Background: an optimization exercise with open tools, aiming at small area and a short achievable clock period. Do not read the settings as production practice.
Only simulation tests tie the RTL to the original design; equivalence was not proved.

==> inputs of build 60 <==
## sparq_dot8
module sparq_dot8 (
  input  logic         clk,
  input  logic         rstn,
  input  logic         w_load,
  input  logic [127:0] w_data,
  input  logic         in_valid,
  input  logic [31:0]  in_act,
  input  logic [15:0]  in_acc,
  output logic         out_valid,
  output logic [15:0]  out_data
);
  localparam int N   = 8;
  localparam int LAT = 3*N + 3;    
  logic [15:0] weight [0:N-1];
  always @ (posedge clk) begin
    if (w_load) begin
      for (int i = 0; i < N; i++) weight[i] <= w_data[16*i +: 16];
    end
  end
  logic [LAT-1:0] vld;
  always @ (posedge clk) begin
    if (!rstn) vld <= '0;
    else       vld <= {vld[LAT-2:0], in_valid};
  end
  assign out_valid = vld[LAT-1];
  logic [5:0] ctl [0:N-1];
  genvar k;
  generate
    for (k = 0; k < N; k++) begin : skew
      logic [3:0] a;
      logic [5:0] c;
      if (k == 0) begin : direct
        assign a = in_act[3:0];
      end
  ...
clock: 11.0 ns
lec_check: 0
abc_area: 1
cap_margin: 20
core_margin: 2
core_utilization: 55
place_density: 0.65
slew_margin: 20
run.sh (not shown) runs the stock make flow with config.mk's settings and CLKGATE_MAP_FILE= SYNTH_SCRIPT=/design/flow/synth_recipe.tcl, a recipe that flattens the netlist after the stock synthesis.
==> trial 84: changes against build 60 <==
- CTS_BUF_LIST: not set -> sky130_fd_sc_hd__clkbuf_8
- CTS_CLUSTER_SIZE: not set -> 30
==> build 34: changes against build 60 <==
--- a/flow/design.v
+++ b/flow/design.v
@@ -75,22 +75,24 @@
   input  logic [13:0] prod,
   input  logic        sign,
   output logic [15:0] out
 );
   logic [4:0] e, exp_o;
+  logic [1:0] c;
   logic [9:0] mant;
   always_comb begin
     e = {in_A[14:11], in_A[10] | (in_A[14:10] == 5'd0)};
     if (prod[13]) begin
-      mant = prod[12:3]; exp_o = e + 5'd3;
+      mant = prod[12:3]; c = 2'd3;
     end else if (prod[12]) begin
-      mant = prod[11:2]; exp_o = e + 5'd2;
+      mant = prod[11:2]; c = 2'd2;
     end else if (prod[11]) begin
-      mant = prod[10:1]; exp_o = e + 5'd1;
+      mant = prod[10:1]; c = 2'd1;
     end else begin
-      mant = prod[9:0];  exp_o = prod[10] ? e : 5'd0;
+      mant = prod[9:0];  c = 2'd0;
     end
+    exp_o = (prod[13:10] == 4'd0) ? 5'd0 : e + {3'd0, c};
     out = {sign, exp_o, mant};
   end
 endmodule
 module float_multiplier (
   input  logic [15:0] in_A,
@@ -137,66 +139,49 @@
     end
     for (int i = 0; i < W; i++) s[i] = p[0][i+1] ^ g[L][i];
     cout = g[L][W];
   end
 endmodule
-module fadd_pre (
-  input  logic [15:0] in_A,
-  input  logic [15:0] in_B,
-  output logic [3:0]  amtA,    
-  output logic        zA,      
-  output logic [3:0]  amtB,
-  output logic        zB,
-  output logic        geE      
-);
-  logic [4:0] eA, eB;
-  logic [4:0] dAB, dBA;
-  logic       cAB, cBA;
-  always_comb begin
-    eA = {in_A[14:11], in_A[10] | (in_A[14:10] == 5'd0)};
-    eB = {in_B[14:11], in_B[10] | (in_B[14:10] == 5'd0)};
-  end
-  pfx_add #(5) subAB (.a(eA), .b(~eB), .cin(1'b1), .s(dAB), .cout(cAB));
-  pfx_add #(5) subBA (.a(eB), .b(~eA), .cin(1'b1), .s(dBA), .cout(cBA));
-  always_comb begin
-    geE  = cAB;
-    amtA = cAB ? 4'd0 : dBA[3:0];
-    zA   = !cAB && dBA[4];
-    amtB = cBA ? 4'd0 : dAB[3:0];
-    zB   = !cBA && dAB[4];
-  end
-endmodule
 module fadd_align (
   input  logic [15:0] in_A,
   input  logic [15:0] in_B,
   output logic [10:0] xA,      
-  output logic [10:0] xB,
+  output logic [10:0] xB,      
   output logic        invA,    
   output logic        invB,
   output logic        cin,
   output logic [4:0]  eL,      
   output logic        sL       
 );
-  logic [10:0] fA, fB;
-  logic        a_ge, sub, cmp_c;
+  logic [4:0]  eA, eB, dAB, dBA, d;
+  logic        cAB, cBA;
+  logic [10:0] fA, fB, X;
+  logic        a_ge, sub, cmp_c, geE, big, swap;
   logic [14:0] cmp_s;
-  logic [3:0]  amtA, amtB;
-  logic        zA, zB, geE;
-  fadd_pre pre (.in_A(in_A), .in_B(in_B), .amtA(amtA), .zA(zA), .amtB(amtB), .zB(zB), .geE(geE));
   pfx_add #(15) cmp (.a(in_A[14:0]), .b(~in_B[14:0]), .cin(1'b1), .s(cmp_s), .cout(cmp_c));
   always_comb begin
-    fA = {in_A[14:10] != 5'd0, in_A[9:0]};
-    fB = {in_B[14:10] != 5'd0, in_B[9:0]};
-    xA = zA ? 11'd0 : fA >> amtA;
-    xB = zB ? 11'd0 : fB >> amtB;
+    eA = {in_A[14:11], in_A[10] | (in_A[14:10] == 5'd0)};
+    eB = {in_B[14:11], in_B[10] | (in_B[14:10] == 5'd0)};
+  end
+  pfx_add #(5) subAB (.a(eA), .b(~eB), .cin(1'b1), .s(dAB), .cout(cAB));
+  pfx_add #(5) subBA (.a(eB), .b(~eA), .cin(1'b1), .s(dBA), .cout(cBA));
+  always_comb begin
+    fA  = {in_A[14:10] != 5'd0, in_A[9:0]};
+    fB  = {in_B[14:10] != 5'd0, in_B[9:0]};
+    geE = cAB;
+    d   = geE ? dAB : dBA;
+    big = d[4];
+    xA  = geE ? fA : fB;
+    X   = geE ? fB : fA;
+    xB  = big ? 11'd0 : X >> d[3:0];
     a_ge = cmp_c;
     sub  = in_A[15] ^ in_B[15];
-    invA = sub & ~a_ge;
-    invB = sub &  a_ge;
+    swap = geE & ~a_ge;
+    invA = sub &  swap;
+    invB = sub & ~swap;
     cin  = sub;
-    eL   = geE ? {in_A[14:11], in_A[10] | (in_A[14:10] == 5'd0)}
-               : {in_B[14:11], in_B[10] | (in_B[14:10] == 5'd0)};
+    eL   = geE ? eA : eB;
     sL   = a_ge ? in_A[15] : in_B[15];
   end
 endmodule
 module fadd_add (
   input  logic [10:0] xA,
@@ -284,11 +269,11 @@
   input  logic [15:0]  in_acc,
   output logic         out_valid,
   output logic [15:0]  out_data
 );
   localparam int N   = 8;
-  localparam int LAT = 3*N + 3;    
+  localparam int LAT = 3*N + 2;    
   logic [15:0] weight [0:N-1];
   always @ (posedge clk) begin
     if (w_load) begin
       for (int i = 0; i < N; i++) weight[i] <= w_data[16*i +: 16];
     end
@@ -307,48 +292,39 @@
       logic [5:0] c;
       if (k == 0) begin : direct
         assign a = in_act[3:0];
       end
       else begin : delayed
-        FifoBuffer #(.DATA_SIZE(4), .CYCLES(3*k)) dl (.clk(clk), .in(in_act[4*k +: 4]), .out(a));
+        FifoBuffer #(.DATA_SIZE(4), .CYCLES(3*k-1)) dl (.clk(clk), .in(in_act[4*k +: 4]), .out(a));
       end
       fmul_dec dec (.in_B(a), .ctl(c));
       always @ (posedge clk) ctl[k] <= c;
     end
   endgenerate
   logic [15:0] acc_r;
   always @ (posedge clk) acc_r <= in_acc;
-  logic [11:0] sum_r  [0:N];
-  logic [4:0]  eL_r   [0:N];
-  logic        sL_r   [0:N];
-  logic [3:0]  t_r    [0:N];
-  logic [13:0] prod_r [0:N-1];
-  logic        psg_r  [0:N-1];
-  logic [13:0] prod0;
-  logic        psg0;
-  logic [11:0] sum0;
-  logic [4:0]  eL0;
-  logic [3:0]  t0;
-  fmul_prod mul0 (.in_A(weight[0]), .ctl(ctl[0]), .prod(prod0), .sign(psg0));
-  always_comb begin
-    sum0 = {1'b0, acc_r[14:10] != 5'd0, acc_r[9:0]};
-    eL0  = {acc_r[14:11], acc_r[10] | (acc_r[14:10] == 5'd0)};
-  end
-  fadd_lzc lz0 (.sum(sum0), .eL(eL0), .t(t0));
-  always @ (posedge clk) begin
-    sum_r[0]  <= sum0;
-    eL_r[0]   <= eL0;
-    sL_r[0]   <= acc_r[15];
-    t_r[0]    <= t0;
-    prod_r[0] <= prod0;
-    psg_r[0]  <= psg0;
-  end
+  logic [11:0] sum_r  [1:N];
+  logic [4:0]  eL_r   [1:N];
+  logic        sL_r   [1:N];
+  logic [13:0] prod_r [1:N-1];
+  logic        psg_r  [1:N-1];
   generate
     for (k = 0; k < N; k++) begin : pe
       logic [15:0] s, p;
-      fadd_shift nrm (.sum(sum_r[k]), .eL(eL_r[k]), .sL(sL_r[k]), .t(t_r[k]), .out(s));
-      fmul_norm  mn  (.in_A(weight[k]), .prod(prod_r[k]), .sign(psg_r[k]), .out(p));
+      if (k == 0) begin : first
+        logic [13:0] prod0;
+        logic        psg0;
+        assign s = acc_r;
+        fmul_prod mp (.in_A(weight[0]), .ctl(ctl[0]), .prod(prod0), .sign(psg0));
+        fmul_norm mn (.in_A(weight[0]), .prod(prod0), .sign(psg0), .out(p));
+      end
+      else begin : chain
+        logic [3:0] t;
+        fadd_lzc   lz  (.sum(sum_r[k]), .eL(eL_r[k]), .t(t));
+        fadd_shift nrm (.sum(sum_r[k]), .eL(eL_r[k]), .sL(sL_r[k]), .t(t), .out(s));
+        fmul_norm  mn  (.in_A(weight[k]), .prod(prod_r[k]), .sign(psg_r[k]), .out(p));
+      end
       logic [15:0] s_r, p_r;
       always @ (posedge clk) begin
         s_r <= s;
         p_r <= p;
       end
@@ -356,30 +332,26 @@
       logic        invA, invB, cin, sL;
       logic [4:0]  eL;
       fadd_align al (.in_A(p_r), .in_B(s_r), .xA(xA), .xB(xB), .invA(invA), .invB(invB),
                      .cin(cin), .eL(eL), .sL(sL));
       logic [10:0] xA_r, xB_r;
-      logic        invA_r, invB_r, cin_r, sL_r2;
+      logic        invA_r, invB_r, sL_r2;
       logic [4:0]  eL_r2;
       always @ (posedge clk) begin
         xA_r   <= xA;
         xB_r   <= xB;
         invA_r <= invA;
         invB_r <= invB;
-        cin_r  <= cin;
         eL_r2  <= eL;
         sL_r2  <= sL;
       end
       logic [11:0] nsum;
-      logic [3:0]  nt;
-      fadd_add ad (.xA(xA_r), .xB(xB_r), .invA(invA_r), .invB(invB_r), .cin(cin_r), .sum(nsum));
-      fadd_lzc lz (.sum(nsum), .eL(eL_r2), .t(nt));
+      fadd_add ad (.xA(xA_r), .xB(xB_r), .invA(invA_r), .invB(invB_r), .cin(invA_r | invB_r), .sum(nsum));
       always @ (posedge clk) begin
         sum_r[k+1] <= nsum;
         eL_r[k+1]  <= eL_r2;
         sL_r[k+1]  <= sL_r2;
-        t_r[k+1]   <= nt;
       end
       if (k < N-1) begin : next
         logic [13:0] prod;
         logic        psg;
         fmul_prod mp (.in_A(weight[k+1]), .ctl(ctl[k+1]), .prod(prod), .sign(psg));
@@ -389,8 +361,10 @@
         end
       end
     end
   endgenerate
   logic [15:0] res;
-  fadd_shift nrm_out (.sum(sum_r[N]), .eL(eL_r[N]), .sL(sL_r[N]), .t(t_r[N]), .out(res));
+  logic [3:0]  t_out;
+  fadd_lzc   lz_out  (.sum(sum_r[N]), .eL(eL_r[N]), .t(t_out));
+  fadd_shift nrm_out (.sum(sum_r[N]), .eL(eL_r[N]), .sL(sL_r[N]), .t(t_out), .out(res));
   always @ (posedge clk) out_data <= res;
 endmodule
==> flow/flow/run.sh (new file) <==
#!/bin/bash
set -euo pipefail
export SETUP_SLACK_MARGIN=7.8
export BUFFER_PORTS_ARGS="-buffer_cell sky130_fd_sc_hd__buf_1"
bash standard.sh finish > orfs_make.log 2>&1
==> flow/standard.sh (new file) <==
#!/bin/bash
# synth_recipe.tcl (not shown) runs the flow's synth.tcl, then flattens the netlist and writes it again
# the make line also repeats each setting of config.mk as NAME=value (left out here)
make -C /OpenROAD-flow-scripts/flow DESIGN_CONFIG=/design/flow/config.mk WORK_HOME=/design/flow/orfs CLKGATE_MAP_FILE= SYNTH_SCRIPT=/design/flow/synth_recipe.tcl "${@:-finish}"
- CTS_CLUSTER_DIAMETER: not set -> 80
- CTS_CLUSTER_SIZE: not set -> 30
- TNS_END_PERCENT: not set -> 30
removed: flow/run.sh
==> comparison <==
- Register-to-register slack: trial 84 < build 60 < build 34.
- Between build 60 and build 34, the lower sequential share of layout area is in build 60 (gap 2.6 points).
- The highest via count belongs to trial 84, the lowest to build 34.
- Critical path depth is the same in build 34 and build 60.

==> port drivers added, routing unchanged <==
The results above use ideal ports. As a check the final layouts listed here were re-extracted and re-timed, cells and wires unchanged. Step 1 sets driving cells, clkbuf_16 on the clock port and buf_2 on the other inputs (assumed; they add their load-dependent delay and slew). Step 2 moves the port delays by t, midway between the first and last clock arrival at a register: inputs arrive t later, outputs are due t later. That takes back most of the time a late clock gives input paths. Three values: ideal ports, drivers, drivers and shift; two values: the first two.
| run | shift t [ns] | slack for setup (ns) | clock arrival spread, ns |
|---|---|---|---|
| build 60 | 0.849 | 7.180 / 7.104 / 7.030 | 0.047 / 0.047 |
| trial 84 | 1.003 | 7.019 / 6.945 / 7.020 | 0.038 / 0.039 |
| build 34 | 0.742 | 7.688 / 7.610 / 7.172 | 0.045 / 0.045 |
After both steps setup and hold are still met in every run listed. The setup slack of build 34, which loses most, moves by -0.078 ns with the drivers and by -0.516 ns with both steps.
